This is an optimization exercise on Yosys and OpenROAD, whose aim is small area and a short achievable clock period, not a production implementation.
Where RTL was checked, it was by simulation tests only, not by an equivalence proof against the original.
The RTL of run 1 was laid out without a check of its function.
Power is estimated from default activity; no workload was simulated.

==> flow/design.v <==
module CPU (clk, input_8bit, output_8bit, cmd_addr, cmd_8bit, rst);
  input  wire       clk;
  input  wire       rst;
  input  wire [7:0] input_8bit;
  input  wire [7:0] cmd_8bit;
  output wire [7:0] output_8bit;
  output reg  [7:0] cmd_addr;
  reg [7:0] r0, r1, r2, r3, r4, r5;
  reg [7:0] f;
  reg       boot;
  wire [1:0] op = cmd_8bit[7:6];
  wire [2:0] s  = cmd_8bit[5:3];
  wire [2:0] d  = cmd_8bit[2:0];
  wire is_imm = (op == 2'b00);
  wire is_cal = (op == 2'b01);
  wire is_cpy = (op == 2'b10);
  wire is_cnd = (op == 2'b11);
  wire cp = is_cpy & ~rst;
  wire [7:0] bus = ({8{cp & (s == 3'd0)}} & r0)
                 | ({8{cp & (s == 3'd1)}} & r1)
                 | ({8{cp & (s == 3'd2)}} & r2)
                 | ({8{cp & (s == 3'd3)}} & r3)
                 | ({8{cp & (s == 3'd4)}} & r4)
                 | ({8{cp & (s == 3'd5)}} & r5)
                 | ({8{cp & (s == 3'd6)}} & input_8bit);
  assign output_8bit = {8{d == 3'd6}} & bus;
  wire       ca  = is_cal & ~rst;
  wire [7:0] b   = r2 ^ {8{d[0]}};
  wire [7:0] sum = r1 + b + {7'd0, d[0]};
  wire [7:0] g   = r1 & r2;
  wire [7:0] o   = r1 | r2;
  wire [7:0] alu = ({8{ca & (d == 3'd0)}} & o)
                 | ({8{ca & (d == 3'd1)}} & ~g)
                 | ({8{ca & (d == 3'd2)}} & ~o)
                 | ({8{ca & (d == 3'd3)}} & g)
                 | ({8{ca & (d[2:1] == 2'b10)}} & sum);
  wire z = (r3 == 8'd0);
  wire n = r3[7];
  wire t = d[2] ^ (d[0] & z | d[1] & n);
  wire jump = is_cnd & t;
  wire [7:0] r0_in = bus | ({8{is_imm & ~rst}} & cmd_8bit);
  wire [7:0] r3_in = bus | alu;
  wire we0 = rst | is_imm | (is_cpy & d == 3'd0);
  wire we1 = rst | (is_cpy & d == 3'd1);
  wire we2 = rst | (is_cpy & d == 3'd2);
  wire we3 = rst | is_cal | (is_cpy & d == 3'd3);
  wire we4 = rst | (is_cpy & d == 3'd4);
  wire we5 = rst | (is_cpy & d == 3'd5);
  always @(posedge clk) begin
    if (we0) r0 <= r0_in;
    if (we1) r1 <= bus;
    if (we2) r2 <= bus;
    if (we3) r3 <= r3_in;
    if (we4) r4 <= bus;
    if (we5) r5 <= bus;
  end
  always @(posedge clk) begin
    if (rst) begin
      cmd_addr <= 8'd0;
      f        <= 8'd0;
      boot     <= 1'b1;
    end else begin
      cmd_addr <= f;
      f        <= jump ? r0 : f + {7'd0, ~boot};
      boot     <= 1'b0;
    end
  end
endmodule
==> flow/flow/run.sh <==
#!/bin/bash
# Own layout flow: the standard ORFS flow, with two changes:
#  - synthesis is the standard flow's synthesis script unchanged except for the abc script
#    (flow/abc.script, an area-oriented mapping); registers are mapped by the
#    same dfflibmap step before abc, so their names and cells are unchanged;
#  - port buffers are sky130_fd_sc_hd__buf_2 instead of buffer_ports' default.
# Every tool's output goes to a log file in the work folder (and ORFS's own
# per-step logs under orfs/logs).
set -euo pipefail
W=$(pwd)
sed 's#log_cmd abc {\*}\$abc_args#log_cmd abc -script '"$W"'/flow/abc.script {*}[lrange $abc_args 2 end]#' \
  "$FLOW_HOME/scripts/synth.tcl" > "$W/my_synth.tcl"
grep -q 'flow/abc.script' "$W/my_synth.tcl"
sed "s#source \$::env(SCRIPTS_DIR)/synth.tcl#source $W/my_synth.tcl#" "$W/synth_recipe.tcl" > "$W/my_synth_recipe.tcl"
grep -q 'my_synth.tcl' "$W/my_synth_recipe.tcl"
sed "s#SYNTH_SCRIPT=[^ ]*#SYNTH_SCRIPT=$W/my_synth_recipe.tcl#" "$W/standard.sh" > "$W/my_standard.sh"
grep -q 'my_synth_recipe.tcl' "$W/my_standard.sh"
bash "$W/my_standard.sh" "BUFFER_PORTS_ARGS=-buffer_cell sky130_fd_sc_hd__buf_2" finish > "$W/flow.log" 2>&1
==> flow/flow/abc.script <==
strash
&get -n
&dch
&nf -R 1000 -p
&put
==> flow/standard.sh <==
#!/bin/bash
# synth_recipe.tcl (not shown) runs the flow's synth.tcl, then flattens the netlist and writes it again
# the make line also repeats each setting of config.mk as NAME=value (left out here)
make -C /OpenROAD-flow-scripts/flow DESIGN_CONFIG=/design/flow/config.mk WORK_HOME=/design/flow/orfs CLKGATE_MAP_FILE= SYNTH_SCRIPT=/design/flow/synth_recipe.tcl "${@:-finish}"
==> flow/config.mk <==
export PLATFORM = sky130hd
export DESIGN_NAME = CPU
export DESIGN_NICKNAME = CPU
export VERILOG_FILES = /design/flow/design.v
export SDC_FILE = /design/flow/constraint.sdc
export NUM_CORES = 4
export LEC_CHECK = 0
export CAP_MARGIN = 20
export CORE_MARGIN = 2
export CORE_UTILIZATION = 40
export SETUP_SLACK_MARGIN = 2.5
export SLEW_MARGIN = 20
==> flow/constraint.sdc <==
create_clock -name core_clock -period 6.0 [get_ports {clk}]
set_input_delay 1.2000 -clock core_clock [delete_from_list [all_inputs] [get_ports {clk}]]
set_output_delay 1.2000 -clock core_clock [all_outputs]
set_load 0.01 [all_outputs]
==> metrics.yaml, run 1 <==
run_status: "no timing/DRC/antenna violations"
fin_tns_setup_ps: 0
async_flop_share_pct: 0
cts_htree_levels: 3
hold_class: "flop to flop"
synth-edff-count: 48
rr_endpoint: "r3[6]"
cp.required_ps: 4800
synth_top_cell_area_share_pct: 44.5
clock_path_buffers: 2
wl_per_cell_um: 19.5
p_leak_nw: 1.67
grt_pass1_vias: 2713
synthTopCellsByArea: "edfxtp_1 (44%), dfxtp_1 (11%), nand2_1 (5.8%), a21oi_1 (3.6%), xor2_1 (3.5%)"
numClockSinks: 65
netlist.top_cell.by_area: "edfxtp_1"
reg2reg_slack_ps: 3690
std_cell_rows: 32
start_util_pct: 41.7
die-area_um2: 8830
rr_startpoint: "r1[0]"
antenna_found_initial: 0
drt_iter0_drc: 309
start_kind: "input pin"
hold_depth: 1
slowest_stage: "or3_4"
synth_cells: 314
port_buffers: 33
cts_tree: "yes"
clk_latency_ps: 340
powerDensity_nw_per_um2: 240
rsz0062_at_grt: "yes"
max_freq_mhz: 248
period_share_pct: 67.3
numCtsBuffers: 9
fp.dieH_um: 94.0
yosys.cell_count.top_type: "nand2_1"
die_w_um: 94.0
tightestPinTransition_ps: 1080
cts.clk_slew.worst_paths_ps: 70
cap_violations: 0
fin_total_pwr_w: 0.000992
coreArea_um2: 7770
layout_min_cycle_time_ps: 4040
place_inst: 450
rr_worst_depth: 9
grt_max_degree: 27
first_pass_iters: 9
io_pins: 34
syn_avg_cell_area_um2: 10.3
end_kind: "output port"
via_count: 2870
vias_per_cell: 5.88
drcViolationCount: 0
setup_violations: 0
crit_type: "input pin to output port"
num_antenna_cells: 0
yosys_register_bits: 65
grt-ovfl-total: 0
instances_no_fill: 488
synth_cell_type_count: 33
final.fill_count: 702
syn_nets: 341
cpLargestDelayFamily: "simple AND/OR/NAND/NOR gates"
cts_hold_buf: 0
grt_use_total_pct: 22.4
drt_wl_total_um: 9510
synth-warning-count: 1
cp_data_arrival_time_ps: 2840
place.gp.congestion: 0.851
slew_headroom_pct: 27.8
ys_seq_area_share_pct: 55.0
synth_commonest_cells: "nand2_1 (50), edfxtp_1 (48), nor2_1 (30)"
fin_util_pct: 53.1
layout-drive-gt1-share_pct: 24.1
ir_worst_vdd_mv: 0.152
drtAntennaViolNets: 0
ys_dominant_reg_cell: "edfxtp_1"
whs_endpoint: "cmd_addr[0]"
drv_slew: 0
critPathBufInv: 3
fin_worst_skew_ps: 7.17
syn_area_um2: 3240
crit_fanout: 5
multiInputGateArea_um2: 1590
slowest_delay_ps: 430
grt_pass1_wl_um: 14300
path_cells: "buf_16, or3_4, nand2b_4, nor3b_4, buf_6, nand2_2, nand4_1, a21oi_4, nor2_2, buf_2"
hold_start: "f[0]"
cts-root-buf: "clkbuf_8"
layout.nets: 408
dp_hpwl_um: 6630
register_area_um2: 1780
area_growth_pct: 27.4
finalHoldViolCount: 0
==> metal layers <==
metal | part of all wire [%] | GRT usage (%)
met1 | 38 | 26.5
met2 | 49 | 37.1
met3 | 9.5 | 7.46
met4 | 2.8 | 9.54
met5 | 0 | 0
==> how the worst max path moves through the flow <==
stage                 from             end  slack, ps  cells past startpoint
4_1_cts        cmd_8bit[7]  output_8bit[1]       1980                     11
6_report               rst  output_8bit[1]       1960                     10
3_5_place_dp           rst  output_8bit[1]       1570                     10
2_1_floorplan          rst  output_8bit[6]       2280                      5
3_3_place_gp           rst  output_8bit[4]       1610                     10
5_1_grt                rst  output_8bit[4]       1880                     10
==> layout by cell type, fill, tap and decap left out, types with 4 or more instances in the layout <==
master,count
nor2b_1,8
clkbuf_8,10
nand2_1,49
nor2_2,5
a311oi_1,4
nor2_1,22
a222oi_1,9
o21ai_0,9
a21oi_4,6
a21oi_1,17
ha_1,8
xnor2_1,7
nor3_1,13
buf_4,20
nand4_1,8
clkinv_1,11
nand3_1,13
buf_2,29
xor2_1,13
dfxtp_1,17
a211oi_1,7
edfxtp_1,48
==> where the power goes <==
group	total [W]	internal, W	switching, W
clock	0.000321	0.000161	0.000160
sequential	0.000542	0.000515	0.0000270
combinational	0.000129	0.0000539	0.0000747
==> cell families (layout without fill, tap and decap cells) <==
family	count (synthesis)	count (layout)	synth area share, %
AND/OR/NAND/NOR	140	140	19.9
AO/OA/AOI/OAI	66	66	13.9
flip-flops	65	65	55.0
XOR/XNOR	20	20	5.41
buffers and inverters	12	84	1.39
adder cells (fa/ha/maj)	9	9	3.71
multiplexers	2	2	0.618
==> registers in the layout (all words and copies together), names as in the netlist <==
register  cells
f             8
r0            8
cmd_addr      8
r3            8
r4            8
r2            8
r5            8
boot          1
r1            8
==> layout make-up <==
type	instances	share of cell area [%]
Sequential cell	65	43.2
Multi-Input combinational cell	237	38.4
Timing Repair Buffer	56	10.1
Clock buffer	13	3.61
Tap cell	102	3.09
Inverter	12	1.21
Clock inverter	3	0.424
==> stage by stage <==
stage	area (um^2)	hold slack, ps	setup WS [ps]
floorplan	3340	445	2280
global placement	3640	455	1610
detailed placement	3640	467	1570
CTS	4030	468	1980
global route	4130	489	1880
finish	4130	467	1960
==> what timing repair did <==
item,4_1_cts,5_1_grt
pin swaps,16,8
setup buffers,14,7
gates resized for setup,22,6
setup endpoints to repair,8,9
gates cloned,0,1
==> inputs of run 2 (changes only) <==
--- a/flow/design.v
+++ b/flow/design.v
@@ -17,12 +17,7 @@
   wire is_cnd = (op == 2'b11);
-  wire cp = is_cpy & ~rst;
-  wire [7:0] bus = ({8{cp & (s == 3'd0)}} & r0)
-                 | ({8{cp & (s == 3'd1)}} & r1)
-                 | ({8{cp & (s == 3'd2)}} & r2)
-                 | ({8{cp & (s == 3'd3)}} & r3)
-                 | ({8{cp & (s == 3'd4)}} & r4)
-                 | ({8{cp & (s == 3'd5)}} & r5)
-                 | ({8{cp & (s == 3'd6)}} & input_8bit);
-  assign output_8bit = {8{d == 3'd6}} & bus;
-  wire       ca  = is_cal & ~rst;
+  wire [7:0] m0  = s[1] ? (s[0] ? r3 : r2) : (s[0] ? r1 : r0);
+  wire [7:0] m1  = s[1] ? (s[0] ? 8'd0 : input_8bit) : (s[0] ? r5 : r4);
+  wire [7:0] bus = s[2] ? m1 : m0;
+  wire out_en = is_cpy & (d == 3'd6) & ~rst;
+  assign output_8bit = {8{out_en}} & bus;
   wire [7:0] b   = r2 ^ {8{d[0]}};
@@ -31,7 +26,4 @@
   wire [7:0] o   = r1 | r2;
-  wire [7:0] alu = ({8{ca & (d == 3'd0)}} & o)
-                 | ({8{ca & (d == 3'd1)}} & ~g)
-                 | ({8{ca & (d == 3'd2)}} & ~o)
-                 | ({8{ca & (d == 3'd3)}} & g)
-                 | ({8{ca & (d[2:1] == 2'b10)}} & sum);
+  wire [7:0] lg  = (d[0] ? g : o) ^ {8{d[0] ^ d[1]}};
+  wire [7:0] alu = d[2] ? (d[1] ? 8'd0 : sum) : lg;
   wire z = (r3 == 8'd0);
@@ -40,4 +32,5 @@
   wire jump = is_cnd & t;
-  wire [7:0] r0_in = bus | ({8{is_imm & ~rst}} & cmd_8bit);
-  wire [7:0] r3_in = bus | alu;
+  wire [7:0] r0_in = {8{~rst}} & (is_imm ? cmd_8bit : bus);
+  wire [7:0] r3_in = {8{~rst}} & (is_cal ? alu : bus);
+  wire [7:0] rx_in = {8{~rst}} & bus;
   wire we0 = rst | is_imm | (is_cpy & d == 3'd0);
@@ -50,7 +43,7 @@
     if (we0) r0 <= r0_in;
-    if (we1) r1 <= bus;
-    if (we2) r2 <= bus;
+    if (we1) r1 <= rx_in;
+    if (we2) r2 <= rx_in;
     if (we3) r3 <= r3_in;
-    if (we4) r4 <= bus;
-    if (we5) r5 <= bus;
+    if (we4) r4 <= rx_in;
+    if (we5) r5 <= rx_in;
   end
--- a/flow/flow/run.sh
+++ b/flow/flow/run.sh
@@ -1,3 +1,3 @@
 #!/bin/bash
-# Own layout flow: the standard ORFS flow, with two changes:
+# Own layout flow: the standard ORFS flow (standard.sh), with these changes:
 #  - synthesis is the standard flow's synthesis script unchanged except for the abc script
@@ -5,5 +5,6 @@
 #    same dfflibmap step before abc, so their names and cells are unchanged;
-#  - port buffers are sky130_fd_sc_hd__buf_2 instead of buffer_ports' default.
-# Every tool's output goes to a log file in the work folder (and ORFS's own
-# per-step logs under orfs/logs).
+#  - extra ORFS make variables, one per line, from flow/make_args
+#    (port buffer cell, clock tree options).
+# Every tool's output goes to flow.log in the work folder, and ORFS writes its
+# own per-step logs under orfs/logs.
 set -euo pipefail
@@ -17,2 +18,8 @@
 grep -q 'my_synth_recipe.tcl' "$W/my_standard.sh"
-bash "$W/my_standard.sh" "BUFFER_PORTS_ARGS=-buffer_cell sky130_fd_sc_hd__buf_2" finish > "$W/flow.log" 2>&1
+args=()
+if [[ -f "$W/flow/make_args" ]]; then
+  while IFS= read -r line; do
+    [[ -n "$line" && "$line" != \#* ]] && args+=("$line")
+  done < "$W/flow/make_args"
+fi
+bash "$W/my_standard.sh" "${args[@]}" finish > "$W/flow.log" 2>&1
==> flow/flow/make_args (new file) <==
BUFFER_PORTS_ARGS=-buffer_cell sky130_fd_sc_hd__buf_2
CTS_ARGS=-sink_clustering_enable -repair_clock_nets -dont_use_dummy_load -buf_list sky130_fd_sc_hd__clkbuf_8 -root_buf sky130_fd_sc_hd__clkbuf_8 -sink_clustering_size 65 -sink_clustering_max_diameter 400
==> metrics.yaml, run 2 <==
run_status: "no timing/DRC/antenna violations"  # unchanged
ys_seq_area_share_pct: 52.4  # was 55.0%
setup_violations: 0  # unchanged
slew_headroom_pct: 57.2  # was 27.8%
drt_wl_total_um: 8170  # was 9510 um
power_switching_w: 0.000292  # was 0.000262 W
powerDensity_nw_per_um2: 258  # was 240 nW/um^2
hold_class: "flop to flop"  # unchanged
numCtsBuffers: 9  # unchanged
reg2reg_slack_ps: 3170  # was 3690 ps
start_util_pct: 41.3  # was 41.7%
pwr-share-clk_pct: 26.2  # was 32.4%
dpl_worst_slack_ps: 1810  # was 1570 ps
period_share_pct: 57.8  # was 67.3%
place_inst: 429  # was 450
critPathLaunch: "cmd_8bit[3]"  # was rst
io_pins: 34  # unchanged
numClockSinks: 65  # unchanged
final.fill_count: 748  # was 702
area_growth_pct: 20.2  # was 27.4%
num_antenna_cells: 0  # unchanged
synthTopCellsByArea: "edfxtp_1 (42%), dfxtp_1 (10%), mux4_2 (5.3%), nor2_1 (4.9%), ha_1 (4.4%)"  # was edfxtp_1 (44%), dfxtp_1 (11%), nand2_1 (5.8%), a21oi_1 (3.6%), xor2_1 (3.5%)
setup_slack_ps: 2530  # was 1960 ps
clock_path_buffers: 2  # unchanged
ir_worst_vdd_mv: 0.145  # was 0.152 mV
netlist.top_cell.by_area: "edfxtp_1"  # unchanged
layout_min_cycle_time_ps: 3470  # was 4040 ps
synth_top_cell_area_share_pct: 42.4  # was 44.5%
rsz0062_at_grt: "yes"  # unchanged
synth_cell_type_count: 31  # was 33
synth_cells: 290  # was 314
cts_htree_levels: 3  # unchanged
start_kind: "input pin"  # unchanged
tightestPinTransition_ps: 642  # was 1080 ps
synth_commonest_cells: "edfxtp_1 (48), nor2_1 (44), a211oi_1 (19)"  # was nand2_1 (50), edfxtp_1 (48), nor2_1 (30)
fp.dieH_um: 96.2  # was 94.0 um
fin_tns_setup_ps: 0  # unchanged
die_w_um: 96.2  # was 94.0 um
end_kind: "output port"  # unchanged
drt_iter0_drc: 182  # was 309
vias_per_cell: 5.59  # was 5.88
critPathBufInv: 2  # was 3
intPower_w: 0.000763  # was 0.000730 W
fin_worst_skew_ps: 18.1  # was 7.17 ps
first_pass_iters: 4  # was 9
seq_power_share_pct: 52.5  # was 54.6%
rr_startpoint: "r2[2]"  # was r1[0]
slowest_delay_ps: 510  # was 430 ps
ys_dominant_reg_cell: "edfxtp_1"  # unchanged
hold_start: "f[0]"  # unchanged
syn_nets: 321  # was 341
slowest_stage: "mux4_2"  # was or3_4
cp_data_arrival_time_ps: 2270  # was 2840 ps
syn_area_um2: 3400  # was 3240 um^2
coreArea_um2: 8220  # was 7770 um^2
final_cell_mix: "edfxtp_1 (48), nor2_1 (41), buf_2 (30), a211oi_1 (19)"  # was nand2_1 (49), edfxtp_1 (48), buf_2 (29), nor2_1 (22), buf_4 (20)
register_area_um2: 1780  # unchanged
async_flop_share_pct: 0  # unchanged
wl_per_cell_um: 18.2  # was 19.5 um
clk_latency_ps: 350  # was 340 ps
layout-drive-gt1-share_pct: 22.2  # was 24.1%
crit_fanout: 8  # was 5
cp.required_ps: 4800  # about the same
drv_slew: 0  # unchanged
synth-edff-count: 48  # unchanged
syn_avg_cell_area_um2: 11.7  # was 10.3 um^2
via_count: 2503  # was 2870
p_leak_nw: 1.57  # was 1.67 nW
layout.nets: 376  # was 408
grt_max_degree: 49  # was 27
max_freq_mhz: 288  # was 248 MHz
multiInputGateArea_um2: 1700  # was 1590 um^2
place.gp.congestion: 0.888  # was 0.851
cts-root-buf: "clkbuf_8"  # unchanged
grt_pass1_vias: 2353  # was 2713
port_buffers: 33  # unchanged
instances_no_fill: 448  # was 488
drtAntennaViolNets: 0  # unchanged
swShare_pct: 27.7  # was 26.4%
dp_hpwl_um: 5890  # was 6630 um
finalHoldViolCount: 0  # unchanged
die-area_um2: 9250  # was 8830 um^2
cap_violations: 0  # unchanged
antenna_found_initial: 0  # unchanged
p_comb_share_pct: 21.4  # was 13.0%
grt_pass1_wl_um: 12700  # was 14300 um
synth-warning-count: 1  # unchanged
grt_use_total_pct: 19.1  # was 22.4%
cts_tree: "yes"  # unchanged
mostFrequentLayoutCell: "edfxtp_1"  # was nand2_1
cpLargestDelayFamily: "multiplexers"  # was simple AND/OR/NAND/NOR gates
drcViolationCount: 0  # unchanged
cts.clk_slew.worst_paths_ps: 70  # about the same
path_cells: "buf_16, mux4_2, o21ai_2, nor2_1, buf_2"  # was buf_16, or3_4, nand2b_4, nor3b_4, buf_6, nand2_2, nand4_1, a21oi_4, nor2_2, buf_2
grt-ovfl-total: 0  # unchanged
yosys_register_bits: 65  # unchanged
yosys.cell_count.top_type: "edfxtp_1"  # was nand2_1
std_cell_rows: 33  # was 32
crit_type: "input pin to output port"  # unchanged
-- run 2: cell types whose count changed after synthesis, sizes merged, moves of 9 or more --
cell and change:
a222oi -9, a211oi +12, nand2 -34, nor3 -12, nor2 +14
-- run 2: final cells by class --
cell class	count	area share, %
flip-flops and latches	65	43.6
well taps	105	3.22
multi-input cells	221	41.6
inverters	4	0.490
clock buffers	9	3.03
repair buffers	44	8.06
-- run 2: final timing paths --
kind / end / depth (start not counted)
setup / recovery: output_8bit[3] / 5
hold / removal: cmd_addr[0] / 1
setup reg to reg: r3[7] / 10
hold reg to reg: cmd_addr[0] / 1
-- run 2: power groups by stage --
stage / Sequential [W] / Clock (W) / Combinational (W)
floorplan: 0.000554 / 0 / 0.000136
global placement: 0.000562 / 0 / 0.000193
detailed placement: 0.000562 / 0 / 0.000194
CTS: 0.000552 / 0.000283 / 0.000215
global route: 0.000557 / 0.000301 / 0.000247
finish: 0.000553 / 0.000276 / 0.000225
-- run 2: logic make-up after synthesis --
group / count (synthesis) / share of synthesized area, %
DFF: 65 / 52.4
xor gates and xnor gates: 29 / 7.48
muxes: 18 / 8.25
AOI/OAI and AO/OA: 66 / 12.8
buffers and inverters: 4 / 0.442
adders and majority gates: 20 / 7.07
and+or+nand+nor: 88 / 11.5
-- run 2: metrics by stage --
| step | util [%] | area, um^2 | total power [W] | hold slack, ps |
|---|---|---|---|---|
| finish | 49.7 | 4080 | 0.00105 | 469 |
| global route | 49.7 | 4080 | 0.00111 | 491 |
| CTS | 48.6 | 4000 | 0.00105 | 473 |
| detailed placement | 45.0 | 3700 | 0.000756 | 463 |
| global placement | 45.0 | 3700 | 0.000754 | 450 |
| floorplan | - | 3400 | 0.000690 | 445 |
-- run 2: layer usage --
layer	wire length (um)	track usage, %	part of all wire (%)
met5	0	0	0
met1	3790	25.8	46
met4	172	7.74	2.1
met2	3800	29.3	46
met3	405	4.62	5.0
-- run 2: timing repair --
action,CTS,global route
gates cloned,0,1
pin swaps,4,3
hold buffers,0,0
setup endpoints to repair,10,9
gates resized for setup,37,5
buffers inserted,5,4
==> inputs of run 3 (changes only) <==
==> flow/flow/make_args (replaced) <==
BUFFER_PORTS_ARGS=-buffer_cell sky130_fd_sc_hd__buf_2
CTS_ARGS=-sink_clustering_enable -repair_clock_nets -dont_use_dummy_load -sink_clustering_size 30 -sink_clustering_max_diameter 150
--- a/flow/config.mk
+++ b/flow/config.mk
@@ -9,3 +9,3 @@
 export CORE_MARGIN = 2
-export CORE_UTILIZATION = 40
+export CORE_UTILIZATION = 55
 export SETUP_SLACK_MARGIN = 2.5
==> metrics.yaml, run 3 <==
layout.nets: 378  # was 376
std_cell_rows: 28  # was 33
powerDensity_nw_per_um2: 262  # was 258 nW/um^2
finalHoldViolCount: 0  # unchanged
hold_start: "f[7]"  # was f[0]
cts_tree: "yes"  # unchanged
grt-ovfl-total: 0  # unchanged
numClockSinks: 65  # unchanged
yosys.cell_count.top_type: "edfxtp_1"  # unchanged
place_inst: 398  # was 429
drtAntennaViolNets: 0  # unchanged
register_area_um2: 1780  # unchanged
coreArea_um2: 5960  # was 8220 um^2
io_pins: 34  # unchanged
slew_headroom_pct: 53.9  # was 57.2%
num_antenna_cells: 0  # unchanged
path_cells: "clkbuf_16, mux4_2, o21ai_2, nor2_1, buf_2"  # was buf_16, mux4_2, o21ai_2, nor2_1, buf_2
async_flop_share_pct: 0  # unchanged
intPower_w: 0.000763  # about the same
yosys_register_bits: 65  # unchanged
setup_violations: 0  # unchanged
netlist.top_cell.by_area: "edfxtp_1"  # unchanged
crit_type: "input pin to output port"  # unchanged
run_status: "no timing/DRC/antenna violations"  # unchanged
cp.depth: 5  # unchanged
final_cell_mix: "edfxtp_1 (48), nor2_1 (44), buf_2 (28), a211oi_1 (19)"  # was edfxtp_1 (48), nor2_1 (41), buf_2 (30), a211oi_1 (19)
swShare_pct: 27.9  # was 27.7%
grt_pass1_vias: 2403  # was 2353
start_util_pct: 57.0  # was 41.3%
ir_worst_vdd_mv: 0.190  # was 0.145 mV
whs_ps: 464  # was 469 ps
cts-root-buf: "clkbuf_8"  # unchanged
first_pass_iters: 5  # was 4
numCtsBuffers: 9  # unchanged
die_w_um: 82.6  # was 96.2 um
drt_wl_total_um: 8600  # was 8170 um
place.gp.congestion: 0.827  # was 0.888
hold_class: "flop to flop"  # unchanged
seq_power_share_pct: 52.4  # was 52.5%
area_growth_pct: 19.2  # was 20.2%
fin_area_um2: 4050  # was 4080 um^2
cp.required_ps: 4800  # about the same
drt_iter0_drc: 144  # was 182
grt_max_degree: 49  # unchanged
critPathBufInv: 2  # unchanged
vias_per_cell: 6.18  # was 5.59
syn_avg_cell_area_um2: 11.7  # unchanged
tightestPinTransition_ps: 692  # was 642 ps
syn_nets: 321  # unchanged
pwr-share-clk_pct: 26.2  # about the same
grt_pass1_wl_um: 12700  # about the same
cts_htree_levels: 3  # unchanged
synth_cell_type_count: 31  # unchanged
layout-drive-gt1-share_pct: 21.7  # was 22.2%
layout_min_cycle_time_ps: 3490  # was 3470 ps
reg2reg_slack_ps: 3290  # was 3170 ps
cpLargestDelayFamily: "multiplexers"  # unchanged
rr_endpoint: "r3[7]"  # unchanged
mostFrequentLayoutCell: "edfxtp_1"  # unchanged
dp_hpwl_um: 5720  # was 5890 um
critPathLaunch: "cmd_8bit[3]"  # unchanged
crit_fanout: 8  # unchanged
grt_use_total_pct: 26.5  # was 19.1%
synth_commonest_cells: "edfxtp_1 (48), nor2_1 (44), a211oi_1 (19)"  # unchanged
synth_cells: 290  # unchanged
power_switching_w: 0.000296  # was 0.000292 W
crit_end: "output_8bit[2]"  # was output_8bit[3]
cp_data_arrival_time_ps: 2290  # was 2270 ps
slowest_stage: "mux4_2"  # unchanged
multiInputGateArea_um2: 1700  # unchanged
synth-warning-count: 1  # unchanged
rr_startpoint: "r2[2]"  # unchanged
fin_worst_skew_ps: 23.1  # was 18.1 ps
clock_path_buffers: 2  # unchanged
end_kind: "output port"  # unchanged
ys_dominant_reg_cell: "edfxtp_1"  # unchanged
rsz0062_at_grt: "yes"  # unchanged
period_share_pct: 58.1  # was 57.8%
syn_area_um2: 3400  # unchanged
fin_tns_setup_ps: 0  # unchanged
max_freq_mhz: 287  # was 288 MHz
rr_worst_depth: 10  # unchanged
p_comb_share_pct: 21.4  # about the same
instances_no_fill: 420  # was 448
ys_seq_area_share_pct: 52.4  # unchanged
fp.dieH_um: 82.6  # was 96.2 um
synth-edff-count: 48  # unchanged
drv_slew: 0  # unchanged
final.fill_count: 443  # was 748
synth_top_cell_area_share_pct: 42.4  # unchanged
drcViolationCount: 0  # unchanged
synthTopCellsByArea: "edfxtp_1 (42%), dfxtp_1 (10%), mux4_2 (5.3%), nor2_1 (4.9%), ha_1 (4.4%)"  # unchanged
fin_util_pct: 68.0  # was 49.7%
clk_latency_ps: 350  # about the same
place_area_um2: 3660  # was 3700 um^2
die-area_um2: 6820  # was 9250 um^2
cts.clk_slew.worst_paths_ps: 70  # about the same
via_count: 2596  # was 2503
port_buffers: 33  # unchanged
wl_per_cell_um: 20.5  # was 18.2 um
antenna_found_initial: 0  # unchanged
slowest_delay_ps: 500  # was 510 ps
start_kind: "input pin"  # unchanged
p_leak_nw: 1.57  # about the same
cap_violations: 0  # unchanged
-- run 3: changes by cell type in the layout (fill, tap and decap cells not counted) --
cell / previous run / this run
buf_4: 7 / 12
clkbuf_4: 0 / 1
buf_6: 3 / 2
o21ai_2: 3 / 2
nor2_1: 41 / 44
nor2_2: 3 / 0
o21ai_4: 5 / 6
buf_12: 2 / 1
buf_2: 30 / 28
-- run 3: kinds of logic (layout without fill, tap and decap cells) --
group	Yosys count	after routing	synth area share, %
simple gates	88	88	11.5
compound gates	66	66	12.8
flops	65	65	52.4
xor+xnor	29	29	7.48
fa+ha+maj	20	20	7.07
mux	18	18	8.25
buf+inv	4	59	0.442
-- run 3: routing by layer --
metal	up-vias	wire length, um	track usage [%]
met5	-	0	0
met4	0	316	12.1
met3	29	535	6.74
met2	103	4220	43.6
met1	1254	3530	32.7
li1	1210	-	-
-- run 3: how the worst min path moves through the flow --
| stage | endpoint | cells after the start |
|---|---|---|
| floorplan | cmd_addr[0] | 1 |
| global placement | cmd_addr[0] | 1 |
| detailed placement | cmd_addr[0] | 1 |
| CTS | cmd_addr[7] | 1 |
| global route | cmd_addr[7] | 1 |
| finish | cmd_addr[7] | 1 |
-- run 3: layout make-up --
class,instances,area share (%)
Multi-Input combinational cell,221,41.9
Timing Repair Buffer,46,8.22
Inverter,4,0.494
Clock buffer,9,3.06
Sequential cell,65,44.0
Tap cell,75,2.32
-- run 3: per-stage QoR --
step | total power (W) | setup WS (ps)
floorplan | 0.000690 | 2710
global placement | 0.000755 | 1710
detailed placement | 0.000757 | 1740
CTS | 0.00105 | 2480
global route | 0.00110 | 2480
finish | 0.00106 | 2510
-- run 3: repair_timing --
action / 4_1_cts / 5_1_grt
gates cloned: 0 / 1
pin swaps: 3 / 5
buffers inserted: 9 / 3
endpoints found under the hold margin: 0 / 0
resized for setup: 33 / 11
hold buffers: 0 / 0
endpoints found under the setup margin: 9 / 9
-- run 3: power by group through the flow --
stage | logic [W] | registers, W | clock network [W]
2_1_floorplan | 0.000136 | 0.000554 | 0
3_3_place_gp | 0.000192 | 0.000563 | 0
3_5_place_dp | 0.000194 | 0.000563 | 0
4_1_cts | 0.000214 | 0.000554 | 0.000283
5_1_grt | 0.000248 | 0.000558 | 0.000299
6_report | 0.000227 | 0.000555 | 0.000277
==> inputs of run 4 (changes only) <==
--- a/flow/config.mk
+++ b/flow/config.mk
@@ -9,3 +9,3 @@
 export CORE_MARGIN = 2
-export CORE_UTILIZATION = 55
+export CORE_UTILIZATION = 70
 export SETUP_SLACK_MARGIN = 2.5
==> metrics.yaml, run 4 <==
start_util_pct: 72.4  # was 57.0%
wl_per_cell_um: 23.7  # was 20.5 um
cts.clk_slew.worst_paths_ps: 70  # about the same
fp.dieH_um: 73.7  # was 82.6 um
synth-warning-count: 1  # unchanged
yosys.cell_count.top_type: "edfxtp_1"  # unchanged
hold_start: "f[1]"  # was f[7]
coreArea_um2: 4690  # was 5960 um^2
met2_usage_pct: 52.6  # was 43.6%
slowest_delay_ps: 460  # was 500 ps
vias_per_cell: 7.20  # was 6.18
synth_fa_ha_area_share_pct: 7.07  # unchanged
final_cell_mix: "edfxtp_1 (48), nor2_1 (42), buf_2 (28), a211oi_1 (19)"  # was edfxtp_1 (48), nor2_1 (44), buf_2 (28), a211oi_1 (19)
numCtsBuffers: 9  # unchanged
multiInputGateArea_um2: 1690  # was 1700 um^2
first_pass_iters: 6  # was 5
critPathBufInv: 1  # was 2
grt-ovfl-total: 0  # unchanged
place.gp.congestion: 0.897  # was 0.827
synth_top_cell_area_share_pct: 42.4  # unchanged
dpl_worst_slack_ps: 1830  # was 1740 ps
end_kind: "flop"  # was output port
cts_htree_levels: 3  # unchanged
grtUsageMet1_pct: 45.6  # was 32.7%
io_pins: 34  # unchanged
drt_wl_total_um: 9440  # was 8600 um
die-area_um2: 5430  # was 6820 um^2
tightestPinTransition_ps: 694  # was 692 ps
rsz0062_at_grt: "yes"  # unchanged
setup_slack_ps: 2460  # was 2510 ps
ys_dominant_reg_cell: "edfxtp_1"  # unchanged
final.fill_count: 249  # was 443
die_w_um: 73.7  # was 82.6 um
antenna_found_initial: 0  # unchanged
cpLargestDelayFamily: "compound AO/OA/AOI/OAI gates"  # was multiplexers
start_kind: "input pin"  # unchanged
yosys_register_bits: 65  # unchanged
hold_depth: 1  # unchanged
max_freq_mhz: 283  # was 287 MHz
drt_iter0_drc: 384  # was 144
finalHoldViolCount: 0  # unchanged
synth-edff-count: 48  # unchanged
reg2reg_slack_ps: 3050  # was 3290 ps
synth_mux_area_share_pct: 8.25  # unchanged
slowest_stage: "a2111oi_2"  # was mux4_2
cp.depth: 11  # was 5
grt_util_met3_pct: 7.96  # was 6.74%
run_status: "no timing/DRC/antenna violations"  # unchanged
ys_seq_area_share_pct: 52.4  # unchanged
crit_fanout: 13  # was 8
cts_tree: "yes"  # unchanged
synth_cells: 290  # unchanged
async_flop_share_pct: 0  # unchanged
clk_latency_ps: 340  # was 350 ps
crit_end: "r3[7]"  # was output_8bit[2]
synth-simple-area-share_pct: 11.5  # unchanged
hold_class: "flop to flop"  # unchanged
syn_avg_cell_area_um2: 11.7  # unchanged
std_cell_rows: 25  # was 28
cp.required_ps: 6130  # was 4800 ps
setup_violations: 0  # unchanged
synth_cell_type_count: 31  # unchanged
syn_nets: 321  # unchanged
cp_data_arrival_time_ps: 3670  # was 2290 ps
crit_type: "input pin to flop"  # was input pin to output port
cts-root-buf: "clkbuf_8"  # unchanged
dp_hpwl_um: 5710  # was 5720 um
path_cells: "buf_6, xor2_1, ha_1, a21o_1, a31oi_1, nor3_1, a2111oi_2, xnor2_1, o21ai_0, a21oi_1, a211oi_1"  # was clkbuf_16, mux4_2, o21ai_2, nor2_1, buf_2
synth-xor-area-share_pct: 7.48  # unchanged
clock_path_buffers: 2  # unchanged
grt_pass1_vias: 2564  # was 2403
grt-busiest-layer: "met2"  # unchanged
ir_worst_vdd_mv: 0.195  # was 0.190 mV
cts_hold_buf: 0  # unchanged
layout.nets: 377  # was 378
port_buffers: 33  # unchanged
period_share_pct: 58.9  # was 58.1%
layout-drive-gt1-share_pct: 22.1  # was 21.7%
grt_use_total_pct: 34.5  # was 26.5%
num_antenna_cells: 0  # unchanged
drcViolationCount: 0  # unchanged
area_growth_pct: 18.1  # was 19.2%
p_leak_nw: 1.56  # was 1.57 nW
powerDensity_nw_per_um2: 267  # was 262 nW/um^2
rr_endpoint: "r3[7]"  # unchanged
via_count: 2867  # was 2596
synth_commonest_cells: "edfxtp_1 (48), nor2_1 (44), a211oi_1 (19)"  # unchanged
fin_tns_setup_ps: 0  # unchanged
register_area_um2: 1780  # unchanged
synth_compound_area_share_pct: 12.8  # unchanged
numClockSinks: 65  # unchanged
fin_worst_skew_ps: 20.8  # was 23.1 ps
rr_startpoint: "r2[2]"  # unchanged
drtAntennaViolNets: 0  # unchanged
synthTopCellsByArea: "edfxtp_1 (42%), dfxtp_1 (10%), mux4_2 (5.3%), nor2_1 (4.9%), ha_1 (4.4%)"  # unchanged
netlist.top_cell.by_area: "edfxtp_1"  # unchanged
grt_max_degree: 49  # unchanged
drv_slew: 0  # unchanged
slew_headroom_pct: 53.7  # was 53.9%
rr_worst_depth: 10  # unchanged
layout_min_cycle_time_ps: 3540  # was 3490 ps
syn_area_um2: 3400  # unchanged
cap_violations: 0  # unchanged
mostFrequentLayoutCell: "edfxtp_1"  # unchanged
critPathLaunch: "cmd_8bit[0]"  # was cmd_8bit[3]
grt_pass1_wl_um: 13000  # was 12700 um
synth_top_family_by_area: "compound AO/OA/AOI/OAI gates"  # unchanged
==> run 4: cell types whose count changed in the layout (fill, tap and decap cells not counted), sizes merged <==
cell  change
buf       -1
==> run 4: cell families (layout without fill, tap and decap cells) <==
kind of cell / Yosys count / count (layout)
buffers and inverters: 4 / 58
muxes: 18 / 18
AOI/OAI and AO/OA: 66 / 66
xor gates and xnor gates: 29 / 29
DFF: 65 / 65
adders and majority gates: 20 / 20
and+or+nand+nor: 88 / 88
==> run 4: how the worst min path moves through the flow <==
stage,end
after floorplan,cmd_addr[0]
after global placement,cmd_addr[0]
after detailed placement,cmd_addr[0]
after CTS,cmd_addr[0]
after global routing,cmd_addr[0]
final,cmd_addr[1]
==> run 4: timing repair <==
item / 4_1_cts / 5_1_grt
setup endpoints to repair: 10 / 9
endpoints found under the hold margin: 0 / 0
pin swaps: 1 / 8
gates cloned: 0 / 1
buffers inserted: 6 / 5
gates resized for setup: 32 / 13
==> run 4: per-layer routing <==
| metal | up-vias | wire, um |
|---|---|---|
| met1 | 1317 | 3320 |
| met5 | - | 0 |
| met4 | 0 | 586 |
| li1 | 1205 | - |
| met3 | 66 | 1140 |
| met2 | 279 | 4390 |
==> run 4: cell type report <==
| cell class | instances | share of cell area [%] |
|---|---|---|
| clock buffer | 9 | 3.09 |
| timing repair buffer | 45 | 8.11 |
| sequential | 65 | 44.4 |
| inverter | 4 | 0.499 |
| multi-input combinational | 221 | 42.2 |
| tap | 54 | 1.68 |
==> run 4: stage by stage <==
stage | instance area [um^2] | hold slack [ps] | std cells | util (%) | power (W)
floorplan | 3400 | 445 | 290 | - | 0.000690
global placement | 3630 | 454 | 377 | 77.4 | 0.000749
detailed placement | 3630 | 475 | 377 | 77.4 | 0.000757
CTS | 3890 | 484 | 392 | 82.8 | 0.00104
global route | 4010 | 494 | 398 | 85.5 | 0.00111
finish | 4010 | 480 | 398 | 85.5 | 0.00107
==> run 4: power breakdown <==
part           switching (W)  internal, W
Clock               0.000141     0.000133
Sequential         0.0000286     0.000529
Combinational       0.000139     0.000102
==> inputs of run 5 (changes only) <==
==> flow/flow/make_args (replaced) <==
BUFFER_PORTS_ARGS=-buffer_cell sky130_fd_sc_hd__buf_1
CTS_ARGS=-sink_clustering_enable -repair_clock_nets -dont_use_dummy_load -sink_clustering_size 30 -sink_clustering_max_diameter 150
--- a/flow/config.mk
+++ b/flow/config.mk
@@ -9,3 +9,3 @@
 export CORE_MARGIN = 2
-export CORE_UTILIZATION = 70
+export CORE_UTILIZATION = 40
 export SETUP_SLACK_MARGIN = 2.5
==> metrics.yaml, run 5 <==
run_status: "no timing/DRC/antenna violations"  # unchanged
antenna_found_initial: 0  # unchanged
syn_nets: 321  # unchanged
drv_slew: 0  # unchanged
slowest_delay_ps: 230  # was 460 ps
clock_path_buffers: 2  # unchanged
layout.nets: 391  # was 377
fin_worst_skew_ps: 18.3  # was 20.8 ps
numClockSinks: 65  # unchanged
instances_no_fill: 463  # was 398
hold_class: "flop to flop"  # unchanged
synth-edff-count: 48  # unchanged
first_pass_iters: 4  # was 6
crit_fanout: 8  # was 13
syn_avg_cell_area_um2: 11.7  # unchanged
grt_max_degree: 49  # unchanged
port_buffers: 33  # unchanged
ys_seq_area_share_pct: 52.4  # unchanged
grt_util_met3_pct: 4.54  # was 7.96%
cts.clk_slew.worst_paths_ps: 70  # about the same
grt-busiest-layer: "met2"  # unchanged
drt_wl_total_um: 8550  # was 9440 um
crit_type: "input pin to output port"  # was input pin to flop
met2_usage_pct: 30.4  # was 52.6%
via_count: 2577  # was 2867
mostFrequentLayoutCell: "edfxtp_1"  # unchanged
end_kind: "output port"  # was flop
cp_data_arrival_time_ps: 2350  # was 3670 ps
netlist.top_cell.by_area: "edfxtp_1"  # unchanged
yosys_register_bits: 65  # unchanged
tightestPinTransition_ps: 683  # was 694 ps
drcViolationCount: 0  # unchanged
synth_cell_type_count: 31  # unchanged
yosys.cell_count.top_type: "edfxtp_1"  # unchanged
grt-ovfl-total: 0  # unchanged
max_freq_mhz: 282  # was 283 MHz
synth_commonest_cells: "edfxtp_1 (48), nor2_1 (44), a211oi_1 (19)"  # unchanged
vias_per_cell: 5.57  # was 7.20
ir_worst_vdd_mv: 0.112  # was 0.195 mV
syn_area_um2: 3400  # unchanged
p_leak_nw: 1.56  # about the same
clk_latency_ps: 340  # about the same
layout-drive-gt1-share_pct: 21.2  # was 22.1%
cts-root-buf: "clkbuf_8"  # unchanged
cp.required_ps: 4800  # was 6130 ps
dp_hpwl_um: 5880  # was 5710 um
die_w_um: 96.2  # was 73.7 um
finalHoldViolCount: 0  # unchanged
place.gp.congestion: 0.895  # was 0.897
io_pins: 34  # unchanged
num_antenna_cells: 0  # unchanged
grt_pass1_wl_um: 13200  # was 13000 um
cts_htree_levels: 3  # unchanged
synthTopCellsByArea: "edfxtp_1 (42%), dfxtp_1 (10%), mux4_2 (5.3%), nor2_1 (4.9%), ha_1 (4.4%)"  # unchanged
std_cell_rows: 33  # was 25
place_area_um2: 3690  # was 3630 um^2
fin_area_um2: 4170  # was 4010 um^2
grt_pass1_vias: 2403  # was 2564
cts_tree: "yes"  # unchanged
place_inst: 433  # was 377
die-area_um2: 9250  # was 5430 um^2
grt_use_total_pct: 19.7  # was 34.5%
cap_violations: 0  # unchanged
cts_hold_buf: 0  # unchanged
powerDensity_nw_per_um2: 256  # was 267 nW/um^2
slowest_stage: "nor2b_4"  # was a2111oi_2
period_share_pct: 59.2  # was 58.9%
setup_violations: 0  # unchanged
async_flop_share_pct: 0  # unchanged
layout_min_cycle_time_ps: 3550  # was 3540 ps
rsz0062_at_grt: "yes"  # unchanged
drt_iter0_drc: 243  # was 384
numCtsBuffers: 9  # unchanged
wl_per_cell_um: 18.5  # was 23.7 um
fin_tns_setup_ps: 0  # unchanged
ys_dominant_reg_cell: "edfxtp_1"  # unchanged
final_cell_mix: "edfxtp_1 (48), nor2_1 (38), a211oi_1 (19), buf_1 (19), buf_4 (19)"  # was edfxtp_1 (48), nor2_1 (42), buf_2 (28), a211oi_1 (19)
start_kind: "input pin"  # unchanged
area_growth_pct: 22.8  # was 18.1%
drtAntennaViolNets: 0  # unchanged
synth_cells: 290  # unchanged
fp.dieH_um: 96.2  # was 73.7 um
synth-warning-count: 1  # unchanged
synth_top_cell_area_share_pct: 42.4  # unchanged
slew_headroom_pct: 54.5  # was 53.7%
grtUsageMet1_pct: 27.0  # was 45.6%
start_util_pct: 41.3  # was 72.4%
coreArea_um2: 8220  # was 4690 um^2
fin_total_pwr_w: 0.00107  # about the same
path_cells: "buf_12, buf_8, nor2b_4, nand2_1, o211ai_1, o21ai_4, nor2_1, clkbuf_2"  # was buf_6, xor2_1, ha_1, a21o_1, a31oi_1, nor3_1, a2111oi_2, xnor2_1, o21ai_0, a21oi_1, a211oi_1
==> run 5: cell count changes in the layout (fill, tap and decap cells not counted), sizes merged <==
cell	delta
clkbuf	+2
buf	+12
==> run 5: critical path, delay by kind of cell <==
kind                   cells  cell delay, ps
AND/OR/NAND/NOR            3             450
AO/OA/AOI/OAI              2             310
buffers and inverters      3             390
==> run 5: cell families after synthesis <==
logic type	after synthesis	synth area share [%]
and+or+nand+nor	88	11.5
AOI/OAI and AO/OA	66	12.8
DFF	65	52.4
xor gates and xnor gates	29	7.48
adders and majority gates	20	7.07
muxes	18	8.25
buffers and inverters	4	0.442
==> run 5: routing by layer <==
metal | part of all wire [%] | vias to the layer above | wire (um)
met3 | 6.3 | 15 | 535
li1 | - | 1233 | -
met2 | 46 | 93 | 3970
met1 | 45 | 1236 | 3870
met5 | 0 | - | 0
met4 | 2.0 | 0 | 169
==> run 5: per-stage QoR <==
step	hold slack (ps)	worst slack (ps)	utilization [%]
floorplan	445	2710	-
global placement	449	1620	44.9
detailed placement	463	1550	44.9
CTS	470	2390	49.1
global route	483	2380	50.8
finish	462	2450	50.8
==> run 5: final cells by class <==
type / count / area [um^2]
clock buffer: 9 / 124
fill: 734 / 4050
inverter: 4 / 15.0
multi-input combinational: 221 / 1710
sequential: 65 / 1780
tap: 105 / 131
timing repair buffer: 59 / 407
==> run 5: path summary, 6_finish.rpt <==
check | from | to | slack [ps] | cells past startpoint
worst min register to register | f[0] | cmd_addr[0] | 460 | 1
worst min-delay path | f[0] | cmd_addr[0] | 460 | 1
worst max-delay path | cmd_8bit[3] | output_8bit[7] | 2450 | 8
worst max register to register | r2[2] | r3[7] | 3380 | 10
==> run 5: power by group <==
part | total (W) | internal, W | switching [W]
Clock | 0.000276 | 0.000133 | 0.000143
Sequential | 0.000555 | 0.000529 | 0.0000261
Combinational | 0.000237 | 0.000109 | 0.000128
Total | 0.00107 | 0.000771 | 0.000297
==> run 5: repair_timing <==
| action | 4_1_cts | 5_1_grt |
|---|---|---|
| pin swaps | 7 | 9 |
| buffers inserted | 9 | 11 |
| gates resized for setup | 46 | 23 |
| endpoints found under the setup margin | 9 | 9 |
| gates cloned | 1 | 0 |
==> inputs of run 6 (changes only) <==
==> flow/flow/make_args (replaced) <==
BUFFER_PORTS_ARGS=-buffer_cell sky130_fd_sc_hd__buf_2
CTS_ARGS=-sink_clustering_enable -repair_clock_nets -dont_use_dummy_load -sink_clustering_size 30 -sink_clustering_max_diameter 150
--- a/flow/config.mk
+++ b/flow/config.mk
@@ -7,3 +7,3 @@
 export LEC_CHECK = 0
-export CAP_MARGIN = 20
+export CAP_MARGIN = 0
 export CORE_MARGIN = 2
@@ -11,2 +11,2 @@
 export SETUP_SLACK_MARGIN = 2.5
-export SLEW_MARGIN = 20
+export SLEW_MARGIN = 0
==> metrics.yaml, run 6 <==
mostFrequentLayoutCell: "edfxtp_1"  # unchanged
period_share_pct: 57.8  # was 59.2%
yosys_register_bits: 65  # unchanged
antenna_found_initial: 0  # unchanged
drv_slew: 0  # unchanged
std_cell_rows: 33  # unchanged
place.gp.congestion: 0.888  # was 0.895
multiInputGateArea_um2: 1700  # was 1710 um^2
fin_worst_skew_ps: 18.1  # was 18.3 ps
via_count: 2503  # was 2577
finalHoldViolCount: 0  # unchanged
setup_violations: 0  # unchanged
synth_commonest_cells: "edfxtp_1 (48), nor2_1 (44), a211oi_1 (19)"  # unchanged
critPathLaunch: "cmd_8bit[3]"  # unchanged
layout-drive-gt1-share_pct: 22.2  # was 21.2%
cts_hold_buf: 0  # unchanged
ys_dominant_reg_cell: "edfxtp_1"  # unchanged
end_kind: "output port"  # unchanged
async_flop_share_pct: 0  # unchanged
powerDensity_nw_per_um2: 258  # was 256 nW/um^2
fp.dieH_um: 96.2  # unchanged
wl_per_cell_um: 18.2  # was 18.5 um
port_buffers: 33  # unchanged
reg2reg_slack_ps: 3170  # was 3380 ps
netlist.top_cell.by_area: "edfxtp_1"  # unchanged
cts_htree_levels: 3  # unchanged
cp.required_ps: 4800  # about the same
grt_use_total_pct: 19.1  # was 19.7%
syn_avg_cell_area_um2: 11.7  # unchanged
drt_wl_total_um: 8170  # was 8550 um
die_w_um: 96.2  # unchanged
vias_per_cell: 5.59  # was 5.57
start_kind: "input pin"  # unchanged
rr_endpoint: "r3[7]"  # unchanged
run_status: "no timing/DRC/antenna violations"  # unchanged
crit_type: "input pin to output port"  # unchanged
synth_top_cell_area_share_pct: 42.4  # unchanged
instances_no_fill: 448  # was 463
clock_path_buffers: 2  # unchanged
cts_tree: "yes"  # unchanged
area_growth_pct: 20.2  # was 22.8%
first_pass_iters: 4  # unchanged
final.fill_count: 748  # was 734
rr_startpoint: "r2[2]"  # unchanged
synth-warning-count: 1  # unchanged
hold_start: "f[0]"  # unchanged
cp_data_arrival_time_ps: 2270  # was 2350 ps
yosys.cell_count.top_type: "edfxtp_1"  # unchanged
numClockSinks: 65  # unchanged
grt_pass1_vias: 2353  # was 2403
max_freq_mhz: 288  # was 282 MHz
crit_fanout: 8  # unchanged
synth_cell_type_count: 31  # unchanged
die-area_um2: 9250  # unchanged
rr_worst_depth: 10  # unchanged
io_pins: 34  # unchanged
cts-root-buf: "clkbuf_8"  # unchanged
syn_nets: 321  # unchanged
hold_depth: 1  # unchanged
syn_area_um2: 3400  # unchanged
coreArea_um2: 8220  # unchanged
slew_headroom_pct: 57.2  # was 54.5%
hold_class: "flop to flop"  # unchanged
grt-ovfl-total: 0  # unchanged
drcViolationCount: 0  # unchanged
fin_tns_setup_ps: 0  # unchanged
grt_pass1_wl_um: 12700  # was 13200 um
cap_violations: 0  # unchanged
cts.clk_slew.worst_paths_ps: 70  # about the same
final_cell_mix: "edfxtp_1 (48), nor2_1 (41), buf_2 (30), a211oi_1 (19)"  # was edfxtp_1 (48), nor2_1 (38), a211oi_1 (19), buf_1 (19), buf_4 (19)
layout.nets: 376  # was 391
register_area_um2: 1780  # unchanged
rsz0062_at_grt: "yes"  # unchanged
whs_ps: 469  # was 462 ps
whs_endpoint: "cmd_addr[0]"  # unchanged
place_inst: 429  # was 433
numCtsBuffers: 9  # unchanged
drt_iter0_drc: 182  # was 243
p_leak_nw: 1.57  # was 1.56 nW
layout_min_cycle_time_ps: 3470  # was 3550 ps
num_antenna_cells: 0  # unchanged
synthTopCellsByArea: "edfxtp_1 (42%), dfxtp_1 (10%), mux4_2 (5.3%), nor2_1 (4.9%), ha_1 (4.4%)"  # unchanged
ir_worst_vdd_mv: 0.145  # was 0.112 mV
synth_cells: 290  # unchanged
clk_latency_ps: 350  # was 340 ps
ys_seq_area_share_pct: 52.4  # unchanged
tightestPinTransition_ps: 642  # was 683 ps
start_util_pct: 41.3  # unchanged
dp_hpwl_um: 5890  # was 5880 um
drtAntennaViolNets: 0  # unchanged
synth-edff-count: 48  # unchanged
grt_max_degree: 49  # unchanged
-- run 6: cell counts after synthesis --
No cell type changed its count.
-- run 6: report_power, final --
part           leakage (nW)  switching (W)  total [W]  internal [W]
Combinational         0.866       0.000124   0.000225      0.000101
Clock                0.0647       0.000143   0.000276      0.000133
Sequential            0.635      0.0000248   0.000553      0.000529
Total                  1.57       0.000292    0.00105      0.000763
-- run 6: routing by layer --
metal | GRT usage [%] | wire [um] | vias up
li1 | - | - | 1205
met1 | 25.8 | 3790 | 1207
met2 | 29.3 | 3800 | 76
met3 | 4.62 | 405 | 15
met4 | 7.74 | 172 | 0
met5 | 0 | 0 | -
-- run 6: kinds of logic (layout without fill, tap and decap cells) --
kind of cell	count (synthesis)	count (layout)	share of synthesized area [%]
simple gates	88	88	11.5
compound gates	66	66	12.8
flops	65	65	52.4
xor+xnor	29	29	7.48
fa+ha+maj	20	20	7.07
mux	18	18	8.25
buf+inv	4	57	0.442
-- run 6: repair_timing --
action                     in CTS  in global routing
pin swaps                       4                  3
gates cloned                    0                  1
gates resized for setup        37                  5
setup endpoints to repair      10                  9
setup buffers                   5                  4
-- run 6: final cells by class --
class                   count  share of cell area, %
clock buffers               9                   3.03
inverters                   4                  0.490
multi-input cells         221                   41.6
flip-flops and latches     65                   43.6
well taps                 105                   3.22
repair buffers             44                   8.06
-- run 6: metrics by stage --
stage | utilization (%) | cell area [um^2] | total power (W) | setup WS (ps)
2_1_floorplan | - | 3400 | 0.000690 | 2710
3_3_place_gp | 45.0 | 3700 | 0.000754 | 1790
3_5_place_dp | 45.0 | 3700 | 0.000756 | 1810
4_1_cts | 48.6 | 4000 | 0.00105 | 2480
5_1_grt | 49.7 | 4080 | 0.00111 | 2480
6_report | 49.7 | 4080 | 0.00105 | 2530
-- run 6: worst max-delay path, stage by stage --
cell	delay, ps
buf_16	110
mux4_2	510
o21ai_2	230
nor2_1	70
buf_2	140
-- run 6: worst max-delay path by stage --
| stage | to | slack (ps) |
|---|---|---|
| finish | output_8bit[3] | 2530 |
| CTS | output_8bit[6] | 2480 |
| floorplan | output_8bit[6] | 2710 |
| global placement | output_8bit[4] | 1790 |
| detailed placement | output_8bit[4] | 1810 |
| global route | output_8bit[1] | 2480 |
==> inputs of run 7 (changes only) <==
--- a/flow/config.mk
+++ b/flow/config.mk
@@ -7,3 +7,3 @@
 export LEC_CHECK = 0
-export CAP_MARGIN = 0
+export CAP_MARGIN = 20
 export CORE_MARGIN = 2
@@ -11,2 +11,2 @@
 export SETUP_SLACK_MARGIN = 2.5
-export SLEW_MARGIN = 0
+export SLEW_MARGIN = 20
==> metrics.yaml, run 7 <==
crit_fanout: 8  # unchanged
yosys.cell_count.top_type: "edfxtp_1"  # unchanged
reg2reg_slack_ps: 3170  # about the same
p_comb_share_pct: 21.4  # about the same
finalHoldViolCount: 0  # unchanged
drcViolationCount: 0  # unchanged
setup_violations: 0  # unchanged
fin_util_pct: 49.7  # unchanged
ys_seq_area_share_pct: 52.4  # unchanged
slowest_delay_ps: 510  # about the same
cts-root-buf: "clkbuf_8"  # unchanged
via_count: 2503  # unchanged
ir_worst_vdd_mv: 0.145  # unchanged
port_buffers: 33  # unchanged
mostFrequentLayoutCell: "edfxtp_1"  # unchanged
synth_commonest_cells: "edfxtp_1 (48), nor2_1 (44), a211oi_1 (19)"  # unchanged
hold_start: "f[0]"  # unchanged
vias_per_cell: 5.59  # unchanged
place_inst: 429  # unchanged
grt_max_degree: 49  # unchanged
fp.dieH_um: 96.2  # unchanged
fin_worst_skew_ps: 18.1  # unchanged
grt-ovfl-total: 0  # unchanged
fin_tns_setup_ps: 0  # unchanged
drv_slew: 0  # unchanged
max_freq_mhz: 288  # unchanged
start_kind: "input pin"  # unchanged
syn_area_um2: 3400  # unchanged
layout_min_cycle_time_ps: 3470  # unchanged
dp_hpwl_um: 5890  # unchanged
io_pins: 34  # unchanged
drt_iter0_drc: 182  # unchanged
period_share_pct: 57.8  # unchanged
rr_endpoint: "r3[7]"  # unchanged
synth_top_cell_area_share_pct: 42.4  # unchanged
intPower_w: 0.000763  # unchanged
synth-warning-count: 1  # unchanged
hold_class: "flop to flop"  # unchanged
clk_latency_ps: 350  # about the same
num_antenna_cells: 0  # unchanged
cts_hold_buf: 0  # unchanged
syn_nets: 321  # unchanged
rsz0062_at_grt: "yes"  # unchanged
std_cell_rows: 33  # unchanged
seq_power_share_pct: 52.5  # about the same
rr_worst_depth: 10  # unchanged
run_status: "no timing/DRC/antenna violations"  # unchanged
powerDensity_nw_per_um2: 258  # unchanged
cts_htree_levels: 3  # unchanged
ys_dominant_reg_cell: "edfxtp_1"  # unchanged
cp.required_ps: 4800  # about the same
synthTopCellsByArea: "edfxtp_1 (42%), dfxtp_1 (10%), mux4_2 (5.3%), nor2_1 (4.9%), ha_1 (4.4%)"  # unchanged
cap_violations: 0  # unchanged
layout.nets: 376  # unchanged
synth-edff-count: 48  # unchanged
clock_path_buffers: 2  # unchanged
grt_pass1_wl_um: 12700  # unchanged
grt_use_total_pct: 19.1  # unchanged
final_cell_mix: "edfxtp_1 (48), nor2_1 (41), buf_2 (30), a211oi_1 (19)"  # unchanged
synth_cell_type_count: 31  # unchanged
wl_per_cell_um: 18.2  # unchanged
drtAntennaViolNets: 0  # unchanged
path_cells: "buf_16, mux4_2, o21ai_2, nor2_1, buf_2"  # unchanged
hold_depth: 1  # unchanged
tightestPinTransition_ps: 642  # unchanged
whs_endpoint: "cmd_addr[0]"  # unchanged
yosys_register_bits: 65  # unchanged
pwr-share-clk_pct: 26.2  # about the same
p_leak_nw: 1.57  # unchanged
slowest_stage: "mux4_2"  # unchanged
die_w_um: 96.2  # unchanged
drt_wl_total_um: 8170  # unchanged
numCtsBuffers: 9  # unchanged
antenna_found_initial: 0  # unchanged
first_pass_iters: 4  # unchanged
coreArea_um2: 8220  # unchanged
numClockSinks: 65  # unchanged
cts_tree: "yes"  # unchanged
netlist.top_cell.by_area: "edfxtp_1"  # unchanged
instances_no_fill: 448  # unchanged
cp_data_arrival_time_ps: 2270  # about the same
layout-drive-gt1-share_pct: 22.2  # unchanged
slew_headroom_pct: 57.2  # unchanged
start_util_pct: 41.3  # unchanged
async_flop_share_pct: 0  # unchanged
cts.clk_slew.worst_paths_ps: 70  # about the same
area_growth_pct: 20.2  # unchanged
place.gp.congestion: 0.888  # unchanged
power_switching_w: 0.000292  # unchanged
rr_startpoint: "r2[2]"  # unchanged
synth_cells: 290  # unchanged
syn_avg_cell_area_um2: 11.7  # unchanged
crit_type: "input pin to output port"  # unchanged
grt_pass1_vias: 2353  # unchanged
swShare_pct: 27.7  # unchanged
end_kind: "output port"  # unchanged
die-area_um2: 9250  # unchanged
-- run 7: cell counts after synthesis --
No cell type changed its count.
-- run 7: final cells by class --
class | instances | area (um^2)
well taps | 105 | 131
inverters | 4 | 20.0
repair buffers | 44 | 329
clock buffers | 9 | 124
flip-flops and latches | 65 | 1780
multi-input cells | 221 | 1700
fillers | 748 | 4130
-- run 7: worst max-delay path by stage --
stage | start | endpoint | slack [ps] | cells after the start
3_5_place_dp | cmd_8bit[3] | output_8bit[4] | 1810 | 5
3_3_place_gp | cmd_8bit[3] | output_8bit[4] | 1790 | 5
4_1_cts | cmd_8bit[3] | output_8bit[6] | 2480 | 5
6_report | cmd_8bit[3] | output_8bit[3] | 2530 | 5
2_1_floorplan | cmd_8bit[3] | output_8bit[6] | 2710 | 3
5_1_grt | cmd_8bit[4] | output_8bit[1] | 2480 | 7
-- run 7: what timing repair did --
item / CTS / global route
setup endpoints to repair: 10 / 9
cloned: 0 / 1
buffers inserted: 5 / 4
pin swaps: 4 / 3
resized for setup: 37 / 5
-- run 7: critical path, delay by kind of cell --
kind,cells,cell delay (ps)
buffers and inverters,2,250
muxes,1,510
AOI/OAI and AO/OA,1,230
and+or+nand+nor,1,70
-- run 7: power by group through the flow --
| stage | clock network, W | logic [W] | registers [W] |
|---|---|---|---|
| detailed placement | 0 | 0.000194 | 0.000562 |
| global route | 0.000301 | 0.000247 | 0.000557 |
| CTS | 0.000283 | 0.000215 | 0.000552 |
| global placement | 0 | 0.000193 | 0.000562 |
| finish | 0.000276 | 0.000225 | 0.000553 |
| floorplan | 0 | 0.000136 | 0.000554 |
-- run 7: kinds of logic (layout without fill, tap and decap cells) --
| group | count (synthesis) | after routing | synth area share [%] |
|---|---|---|---|
| DFF | 65 | 65 | 52.4 |
| xor gates and xnor gates | 29 | 29 | 7.48 |
| adders and majority gates | 20 | 20 | 7.07 |
| muxes | 18 | 18 | 8.25 |
| AOI/OAI and AO/OA | 66 | 66 | 12.8 |
| and+or+nand+nor | 88 | 88 | 11.5 |
| buffers and inverters | 4 | 57 | 0.442 |
-- run 7: layer usage --
layer	part of all wire [%]	GRT usage, %
met1	46	25.8
met2	46	29.3
met3	5.0	4.62
met4	2.1	7.74
met5	0	0
-- run 7: per-stage QoR --
stage	worst slack [ps]	hold WS [ps]	power, W	instance area (um^2)
global placement	1790	450	0.000754	3700
global route	2480	491	0.00111	4080
floorplan	2710	445	0.000690	3400
detailed placement	1810	463	0.000756	3700
CTS	2480	473	0.00105	4000
finish	2530	469	0.00105	4080
==> inputs of run 8 (changes only) <==
==> flow/flow/make_args (replaced) <==
BUFFER_PORTS_ARGS=-buffer_cell sky130_fd_sc_hd__buf_2
CTS_ARGS=-sink_clustering_enable -repair_clock_nets -dont_use_dummy_load -sink_clustering_size 30 -sink_clustering_max_diameter 150
REMOVE_ABC_BUFFERS=1
RECOVER_POWER=100
==> metrics.yaml, run 8 <==
critPathBufInv: 4  # was 2
power_switching_w: 0.000290  # was 0.000292 W
drt_iter0_drc: 180  # was 182
ir_worst_vdd_mv: 0.145  # about the same
run_status: "complete, but fails checks"  # was no timing/DRC/antenna violations
yosys.cell_count.top_type: "edfxtp_1"  # unchanged
finalHoldViolCount: 0  # unchanged
drtAntennaViolNets: 0  # unchanged
die-area_um2: 9250  # unchanged
layout-drive-gt1-share_pct: 16.9  # was 22.2%
async_flop_share_pct: 0  # unchanged
p_leak_nw: 1.49  # was 1.57 nW
max_freq_mhz: 221  # was 288 MHz
grt_pass1_vias: 2353  # unchanged
clock_path_buffers: 2  # unchanged
tightestPinTransition_ps: 1990  # was 642 ps
netlist.top_cell.by_area: "edfxtp_1"  # unchanged
rr_startpoint: "r2[2]"  # unchanged
cp.depth: 6  # was 5
final.fill_count: 761  # was 748
via_count: 2514  # was 2503
place.gp.congestion: 0.888  # unchanged
cp_data_arrival_time_ps: 3330  # was 2270 ps
layout.nets: 376  # unchanged
drcViolationCount: 0  # unchanged
critPathLaunch: "rst"  # was cmd_8bit[3]
numClockSinks: 65  # unchanged
ys_seq_area_share_pct: 52.4  # unchanged
final_cell_mix: "edfxtp_1 (48), nor2_1 (41), a211oi_1 (19)"  # was edfxtp_1 (48), nor2_1 (41), buf_2 (30), a211oi_1 (19)
end_kind: "output port"  # unchanged
layout_min_cycle_time_ps: 4530  # was 3470 ps
yosys_register_bits: 65  # unchanged
fin_area_um2: 4040  # was 4080 um^2
instances_no_fill: 448  # unchanged
synth_commonest_cells: "edfxtp_1 (48), nor2_1 (44), a211oi_1 (19)"  # unchanged
vias_per_cell: 5.61  # was 5.59
drv_slew: 49  # was 0
multiInputGateArea_um2: 1690  # was 1700 um^2
path_cells: "buf_2, clkbuf_1, nand4b_1, buf_12, nor2_1, buf_2"  # was buf_16, mux4_2, o21ai_2, nor2_1, buf_2
register_area_um2: 1780  # unchanged
cpLargestDelayFamily: "buffers and inverters"  # was multiplexers
grt-ovfl-total: 0  # unchanged
fin_tns_setup_ps: 0  # unchanged
synth_cells: 290  # unchanged
drt_wl_total_um: 8170  # about the same
place_inst: 429  # unchanged
crit_type: "input pin to output port"  # unchanged
reg2reg_slack_ps: 2870  # was 3170 ps
synth_cell_type_count: 31  # unchanged
port_buffers: 33  # unchanged
grt_pass1_wl_um: 12700  # unchanged
synth_top_cell_area_share_pct: 42.4  # unchanged
cts-root-buf: "clkbuf_8"  # unchanged
rr_endpoint: "r3[7]"  # unchanged
ys_dominant_reg_cell: "edfxtp_1"  # unchanged
swShare_pct: 27.6  # was 27.7%
cp.required_ps: 4800  # about the same
intPower_w: 0.000760  # was 0.000763 W
syn_avg_cell_area_um2: 11.7  # unchanged
num_antenna_cells: 0  # unchanged
cap_violations: 1  # was 0
seq_power_share_pct: 52.7  # was 52.5%
cts_tree: "yes"  # unchanged
synthTopCellsByArea: "edfxtp_1 (42%), dfxtp_1 (10%), mux4_2 (5.3%), nor2_1 (4.9%), ha_1 (4.4%)"  # unchanged
first_pass_iters: 4  # unchanged
grt_max_degree: 49  # unchanged
check-failures: "capacitance limit, slew limit"
slowest_stage: "clkbuf_1"  # was mux4_2
rr_worst_depth: 10  # unchanged
antenna_found_initial: 0  # unchanged
area_growth_pct: 19.0  # was 20.2%
-- run 8: power by group through the flow --
stage                     Clock (W)  Sequential [W]  Combinational (W)
final                      0.000275        0.000553           0.000222
after global routing       0.000301        0.000558           0.000244
after CTS                  0.000283        0.000552           0.000215
after detailed placement          0        0.000562           0.000194
after global placement            0        0.000562           0.000193
after floorplan                   0        0.000554           0.000136
-- run 8: area by class of cell --
class | count | area share, %
flip-flops and latches | 65 | 44.1
multi-input cells | 221 | 41.8
repair buffers | 44 | 7.30
well taps | 105 | 3.25
clock buffers | 9 | 3.06
inverters | 4 | 0.495
-- run 8: per-stage QoR --
| step | utilization, % | hold WS, ps |
|---|---|---|
| 6_report | 49.2 | 469 |
| 5_1_grt | 49.2 | 491 |
| 4_1_cts | 48.6 | 473 |
| 3_5_place_dp | 45.0 | 463 |
| 3_3_place_gp | 45.0 | 450 |
| 2_1_floorplan | - | 445 |
-- run 8: metal layers --
| metal | up-vias | global-route usage [%] | part of all wire (%) |
|---|---|---|---|
| met5 | - | 0 | 0 |
| met4 | 0 | 7.74 | 1.7 |
| met3 | 11 | 4.62 | 5.2 |
| met2 | 74 | 29.3 | 47 |
| met1 | 1222 | 25.8 | 47 |
| li1 | 1207 | - | - |
-- run 8: worst min-delay path by stage --
stage / startpoint / to / slack [ps] / cells past startpoint
final: f[0] / cmd_addr[0] / 470 / 1
after global routing: f[0] / cmd_addr[0] / 490 / 1
after CTS: f[0] / cmd_addr[0] / 470 / 1
after detailed placement: f[0] / cmd_addr[0] / 460 / 1
after global placement: f[0] / cmd_addr[0] / 450 / 1
after floorplan: f[0] / cmd_addr[0] / 440 / 1
-- run 8: timing repair --
| item | 4_1_cts | 5_1_grt |
|---|---|---|
| resized for setup | 37 | 5 |
| pin swaps | 4 | 3 |
| hold buffers | 0 | 0 |
| setup endpoints to repair | 10 | 9 |
| gates cloned | 0 | 1 |
| setup buffers | 5 | 4 |
-- run 8: cell families (layout without fill, tap and decap cells) --
| group | after synthesis | after routing | synth area share (%) |
|---|---|---|---|
| multiplexers | 18 | 18 | 8.25 |
| AO/OA/AOI/OAI | 66 | 66 | 12.8 |
| flip-flops | 65 | 65 | 52.4 |
| adder cells (fa/ha/maj) | 20 | 20 | 7.07 |
| buffers and inverters | 4 | 57 | 0.442 |
| AND/OR/NAND/NOR | 88 | 88 | 11.5 |
| XOR/XNOR | 29 | 29 | 7.48 |

Re-timed with assumed drivers on the ports (clkbuf_16 on the clock, buf_2 on other inputs), run 8 has 1.443 ns of setup slack against 1.469 ns with ideal ports, and 1.392 ns once port delays also move by the mid clock arrival of 0.367 ns.
